From an optimization exercise on the open Yosys and OpenROAD flow, aimed at small area, a short achievable clock period and few clock cycles; shortcuts taken in it are not production practice.
Where RTL was checked, it was by simulation tests only, not by an equivalence proof against the original.
No activity file was given, so power comes from the tool's default toggle rates.

==> flow/design.v <==
`timescale 1ns / 1ps
module control#(parameter m=3, w=220, h=220)(
    input rstn,clk,ready,
    input [(m*m)-1:0] kernel,
    output wire [15:0] img_addr,
    output wire img_rd,
    input [7:0] img_data,
    output wire res_valid,
    output wire [15:0] res_addr,
    output wire [7:0] out,
    output wire finish
    );
    localparam [15:0] ST_ROW   = 16'd220;               
    localparam [15:0] ST_COL   = 16'd1 - 16'd1540;      
    localparam [15:0] ST_STRIP = -16'd440;              
    localparam [15:0] RS_SAME  = -16'd880 - 16'd221;    
    localparam [15:0] RS_PREV  = 16'd879 - 16'd221;     
    reg        ready_r;
    reg        run;
    reg        rd;
    reg [15:0] ra;
    reg [2:0]  rc;           
    reg [7:0]  cc;           
    reg        last_strip;
    wire start    = ready_r & ~run;
    wire rc_end   = (rc == 3'd7);
    wire cc_end   = (cc == 8'd220);
    wire strip_end = rc_end & cc_end;
    wire prelast  = ra[15] & ra[11] & ~ra[5];
    wire run_end  = last_strip & (cc == 8'd219) & (rc == 3'd3);
    wire [2:0] rc_nx = rc + 3'd1;
    wire last_nx  = last_strip | (strip_end & prelast);
    assign img_rd   = rd;
    assign img_addr = ra;
    always @(posedge clk) ready_r <= ready;
    always @(posedge clk) begin
        if (!rstn) begin
            run <= 1'b0;
            rd  <= 1'b0;
        end else if (start) begin
            run <= 1'b1;
            rd  <= 1'b1;
        end else begin
            if (run_end) run <= 1'b0;
            rd <= run & ~run_end & ~(last_nx & rc_nx[2]);
        end
    end
    always @(posedge clk) begin
        if (start) begin
            ra <= 16'd0;
            rc <= 3'd0;
            cc <= 8'd0;
            last_strip <= 1'b0;
        end else begin
            rc <= rc_nx;
            ra <= ra + (!rc_end ? ST_ROW : !cc_end ? ST_COL : ST_STRIP);
            if (rc_end) cc <= cc_end ? 8'd0 : cc + 8'd1;
            last_strip <= last_nx;
        end
    end
    reg [15:0] rs;
    always @(posedge clk) rs <= ra + (rc[2] ? RS_SAME : RS_PREV);
    assign res_addr = rs;
    wire rv = run & (rc >= 3'd2) & (cc >= 8'd2) & ~cc_end & ~(last_strip & rc[2]);
    reg [8:0] kr;
    always @(posedge clk) kr <= kernel;
    reg [7:0] sr [0:16];
    integer i;
    always @(posedge clk) begin
        sr[0] <= img_data;
        for (i = 1; i <= 16; i = i + 1) sr[i] <= sr[i-1];
    end
    wire [7:0] p2 = sr[0];
    wire [7:0] p1 = sr[8];
    wire [7:0] p0 = sr[16];
    wire [9:0] r0 = (p0 & {8{kr[0]}}) + (p1 & {8{kr[1]}}) + (p2 & {8{kr[2]}});
    wire [9:0] r1 = (p0 & {8{kr[3]}}) + (p1 & {8{kr[4]}}) + (p2 & {8{kr[5]}});
    wire [9:0] r2 = (p0 & {8{kr[6]}}) + (p1 & {8{kr[7]}}) + (p2 & {8{kr[8]}});
    reg [9:0]  a0;
    reg [10:0] a1;
    reg [11:0] ws;
    always @(posedge clk) begin
        a0 <= r0;
        a1 <= a0 + r1;
        ws <= a1 + r2;
    end
    wire [6:0] hl = ws[11:6] + ws[5:0];
    reg  [3:0] f;
    always @* begin
        case (hl)
            7'd0: f = 4'd0;
            7'd1: f = 4'd0;
            7'd2: f = 4'd0;
            7'd3: f = 4'd0;
            7'd4: f = 4'd0;
            7'd5: f = 4'd0;
            7'd6: f = 4'd0;
            7'd7: f = 4'd0;
            7'd8: f = 4'd0;
            7'd9: f = 4'd1;
            7'd10: f = 4'd1;
            7'd11: f = 4'd1;
            7'd12: f = 4'd1;
            7'd13: f = 4'd1;
            7'd14: f = 4'd1;
            7'd15: f = 4'd1;
            7'd16: f = 4'd1;
            7'd17: f = 4'd1;
            7'd18: f = 4'd2;
            7'd19: f = 4'd2;
            7'd20: f = 4'd2;
            7'd21: f = 4'd2;
            7'd22: f = 4'd2;
            7'd23: f = 4'd2;
            7'd24: f = 4'd2;
            7'd25: f = 4'd2;
            7'd26: f = 4'd2;
            7'd27: f = 4'd3;
            7'd28: f = 4'd3;
            7'd29: f = 4'd3;
            7'd30: f = 4'd3;
            7'd31: f = 4'd3;
            7'd32: f = 4'd3;
            7'd33: f = 4'd3;
            7'd34: f = 4'd3;
            7'd35: f = 4'd3;
            7'd36: f = 4'd4;
            7'd37: f = 4'd4;
            7'd38: f = 4'd4;
            7'd39: f = 4'd4;
            7'd40: f = 4'd4;
            7'd41: f = 4'd4;
            7'd42: f = 4'd4;
            7'd43: f = 4'd4;
            7'd44: f = 4'd4;
            7'd45: f = 4'd5;
            7'd46: f = 4'd5;
            7'd47: f = 4'd5;
            7'd48: f = 4'd5;
            7'd49: f = 4'd5;
            7'd50: f = 4'd5;
            7'd51: f = 4'd5;
            7'd52: f = 4'd5;
            7'd53: f = 4'd5;
            7'd54: f = 4'd6;
            7'd55: f = 4'd6;
            7'd56: f = 4'd6;
            7'd57: f = 4'd6;
            7'd58: f = 4'd6;
            7'd59: f = 4'd6;
            7'd60: f = 4'd6;
            7'd61: f = 4'd6;
            7'd62: f = 4'd6;
            7'd63: f = 4'd7;
            7'd64: f = 4'd7;
            7'd65: f = 4'd7;
            7'd66: f = 4'd7;
            7'd67: f = 4'd7;
            7'd68: f = 4'd7;
            7'd69: f = 4'd7;
            7'd70: f = 4'd7;
            7'd71: f = 4'd7;
            7'd72: f = 4'd8;
            7'd73: f = 4'd8;
            7'd74: f = 4'd8;
            7'd75: f = 4'd8;
            7'd76: f = 4'd8;
            7'd77: f = 4'd8;
            7'd78: f = 4'd8;
            7'd79: f = 4'd8;
            7'd80: f = 4'd8;
            7'd81: f = 4'd9;
            7'd82: f = 4'd9;
            7'd83: f = 4'd9;
            7'd84: f = 4'd9;
            7'd85: f = 4'd9;
            7'd86: f = 4'd9;
            7'd87: f = 4'd9;
            7'd88: f = 4'd9;
            7'd89: f = 4'd9;
            7'd90: f = 4'd10;
            7'd91: f = 4'd10;
            7'd92: f = 4'd10;
            7'd93: f = 4'd10;
            7'd94: f = 4'd10;
            7'd95: f = 4'd10;
            7'd96: f = 4'd10;
            7'd97: f = 4'd10;
            7'd98: f = 4'd10;
            default: f = 4'd0;
        endcase
    end
    reg  [3:0] f_r;
    reg  [5:0] h_r;
    always @(posedge clk) begin
        f_r <= f;
        h_r <= ws[11:6];
    end
    reg [7:0] q_r;
    always @(posedge clk) q_r <= {h_r, 3'b0} - h_r + f_r;
    assign out = q_r;
    reg [4:0] vp;
    reg       fin;
    always @(posedge clk) begin
        if (!rstn) begin vp <= 0; fin <= 1'b0; end
        else begin vp <= {vp[3:0], rv}; fin <= vp[3] & ~vp[2] & ~run; end
    end
    assign res_valid = vp[4];
    assign finish = fin;
endmodule
clock: 13.0 ns
lec_check: 0
cap_margin: 20
core_margin: 2
core_utilization: 40
slew_margin: 20
standard.sh (not shown) runs the stock make flow with config.mk's settings and CLKGATE_MAP_FILE= SYNTH_SCRIPT=/design/flow/synth_recipe.tcl, a recipe that flattens the netlist after the stock synthesis.
==> flow/flow/run.sh <==
#!/bin/bash
# Standard ORFS layout (the standard.sh, unchanged synthesis), with
# buf_2 port buffers and a smaller clock tree.
set -euo pipefail
export BUFFER_PORTS_ARGS="-buffer_cell sky130_fd_sc_hd__buf_2"
export CTS_ARGS="-sink_clustering_enable -repair_clock_nets -root_buf sky130_fd_sc_hd__clkbuf_16 -buf_list {sky130_fd_sc_hd__clkbuf_8 sky130_fd_sc_hd__clkbuf_16} -sink_clustering_size 30 -sink_clustering_max_diameter 100 -dont_use_dummy_load"
export SETUP_SLACK_MARGIN=9.3
bash standard.sh > standard.log 2>&1
The first run finished with timing, DRC and antenna clean.
Testbench counts at the start, summed over its fixed seeds: cycles 392,466.
==> next run, changes <==
--- a/flow/design.v
+++ b/flow/design.v
@@ -83,9 +83,14 @@
         a0 <= r0;
         a1 <= a0 + r1;
         ws <= a1 + r2;
     end
-    wire [6:0] hl = ws[11:6] + ws[5:0];
+    reg  [6:0] hl;
+    reg  [8:0] h7;
+    always @(posedge clk) begin
+        hl <= ws[11:6] + ws[5:0];
+        h7 <= {ws[11:6], 3'b0} - ws[11:6];
+    end
     reg  [3:0] f;
     always @* begin
         case (hl)
             7'd0: f = 4'd0;
@@ -189,22 +194,16 @@
             7'd98: f = 4'd10;
             default: f = 4'd0;
         endcase
     end
-    reg  [3:0] f_r;
-    reg  [5:0] h_r;
-    always @(posedge clk) begin
-        f_r <= f;
-        h_r <= ws[11:6];
-    end
     reg [7:0] q_r;
-    always @(posedge clk) q_r <= {h_r, 3'b0} - h_r + f_r;
+    always @(posedge clk) q_r <= h7 + f;
     assign out = q_r;
     reg [4:0] vp;
-    reg       fin;
-    always @(posedge clk) begin
-        if (!rstn) begin vp <= 0; fin <= 1'b0; end
-        else begin vp <= {vp[3:0], rv}; fin <= vp[3] & ~vp[2] & ~run; end
+    reg [4:0] fp;
+    always @(posedge clk) begin
+        if (!rstn) begin vp <= 0; fp <= 0; end
+        else begin vp <= {vp[3:0], rv}; fp <= {fp[3:0], run_end}; end
     end
     assign res_valid = vp[4];
-    assign finish = fin;
+    assign finish = fp[4];
 endmodule
After rerunning: Via count stays flat. Flip-flop and latch count goes up by 6. Cell area goes up by 1.4%. Clock skew goes up by 0.0036 ns. Sequential power hardly moves. Critical path depth is unchanged. Sequential share of layout area goes up by 0.47 points. Clock power goes up by about 5%. Fmax hardly moves.
Testbench counts after the change, summed over its fixed seeds: cycles 392,466.

---

Setup of the reference run:
Another version of the RTL of control (not shown whole).
Size in the first run: ~780 cells after synthesis, about 63 I/O pins, about 9300 um2 of cells after synthesis.
export LEC_CHECK = 0
export CAP_MARGIN = 20
export CORE_MARGIN = 2
export CORE_UTILIZATION = 40
export SLEW_MARGIN = 20
create_clock -name core_clock -period 13.0 [get_ports {clk}]
Scripts as last shown in full above: flow/flow/run.sh
Testbench counts of the reference run, summed over its fixed seeds: cycles 391,812.
Changes in the trial run relative to the reference run:
--- a/flow/design.v
+++ b/flow/design.v
@@ -60,32 +60,34 @@
     function [11:0] add4(input [11:0] w, input [11:0] x, input [11:0] y, input [11:0] z);
         reg [23:0] c, d;
         begin
             c = csa(w, x, y);
             d = csa(c[11:0], c[23:12], z);
             add4 = bk12(d[11:0], d[23:12]);
         end
     endfunction
+    reg        ready_r;
     reg        run;
     reg        rd;
     reg [15:0] ra;
     reg [2:0]  rc;           
     reg [7:0]  cc;           
     reg        re;           
     reg        dum;          
     reg        last_strip;
-    wire start     = ready & ~run;
+    wire start     = ready_r & ~run;
     wire strip_end = dum & (rc == 3'd4);
     wire prelast   = ra[15] & ra[6] & ~ra[4] & ~ra[3];
     wire run_end   = last_strip & (cc == 8'd219) & (rc == 3'd3);
     wire [2:0] rc_nx = strip_end ? 3'd0 : rc + 3'd1;
     wire last_nx   = last_strip | (strip_end & prelast);
     assign img_rd   = rd;
     assign img_addr = ra;
+    always @(posedge clk) ready_r <= ready;
     always @(posedge clk) begin
         if (!rstn) begin
             run <= 1'b0;
             rd  <= 1'b0;
         end else if (start) begin
             run <= 1'b1;
             rd  <= 1'b1;
         end else begin
Findings:
- The reference run → the trial run: power in sequential cells up about 0.4%; synthesized area was more or less identical.
- Compared with the reference run, the detailed router inserted more vias in the trial run.
- On post-layout minimum cycle time, the lower figure sits with the reference run, not the trial run.
- Number of gates resized after cts: the trial run vs the reference run down 2
The RTL of the trial run was laid out without a check of its function.

-- re-timing with driven ports --
How much do the figures lean on ideal ports? The routed layouts below were timed once more, with nothing changed but the port constraints. Step 1, drivers: a clkbuf_16 drives clk and a buf_2 each remaining input, both assumed. Step 2, shift: input delay + t, output delay - t, t = (earliest + latest rising clock arrival at the registers) / 2. This alone moves slack from input paths to output paths. a / b / c = no drivers / after step 1 / after step 2; a / b = the first two.
run	shift t [ns]	setup WS [ns]	worst setup path after step 2	clock arrival spread, ns	worst slew at a driven data input, ns
the first run of note 1	0.506	9.359 / 9.314 / 9.602	register to register	0.044 / 0.044	0.05
the second run of note 1	0.514	9.358 / 9.314 / 9.504	register to register	0.046 / 0.046	0.03
the reference run	0.518	9.376 / 9.329 / 9.537	input to register	0.048 / 0.048	0.03
the trial run	0.510	9.359 / 9.315 / 9.527	register to register	0.067 / 0.067	0.03
After both steps every run listed still meets setup and hold.
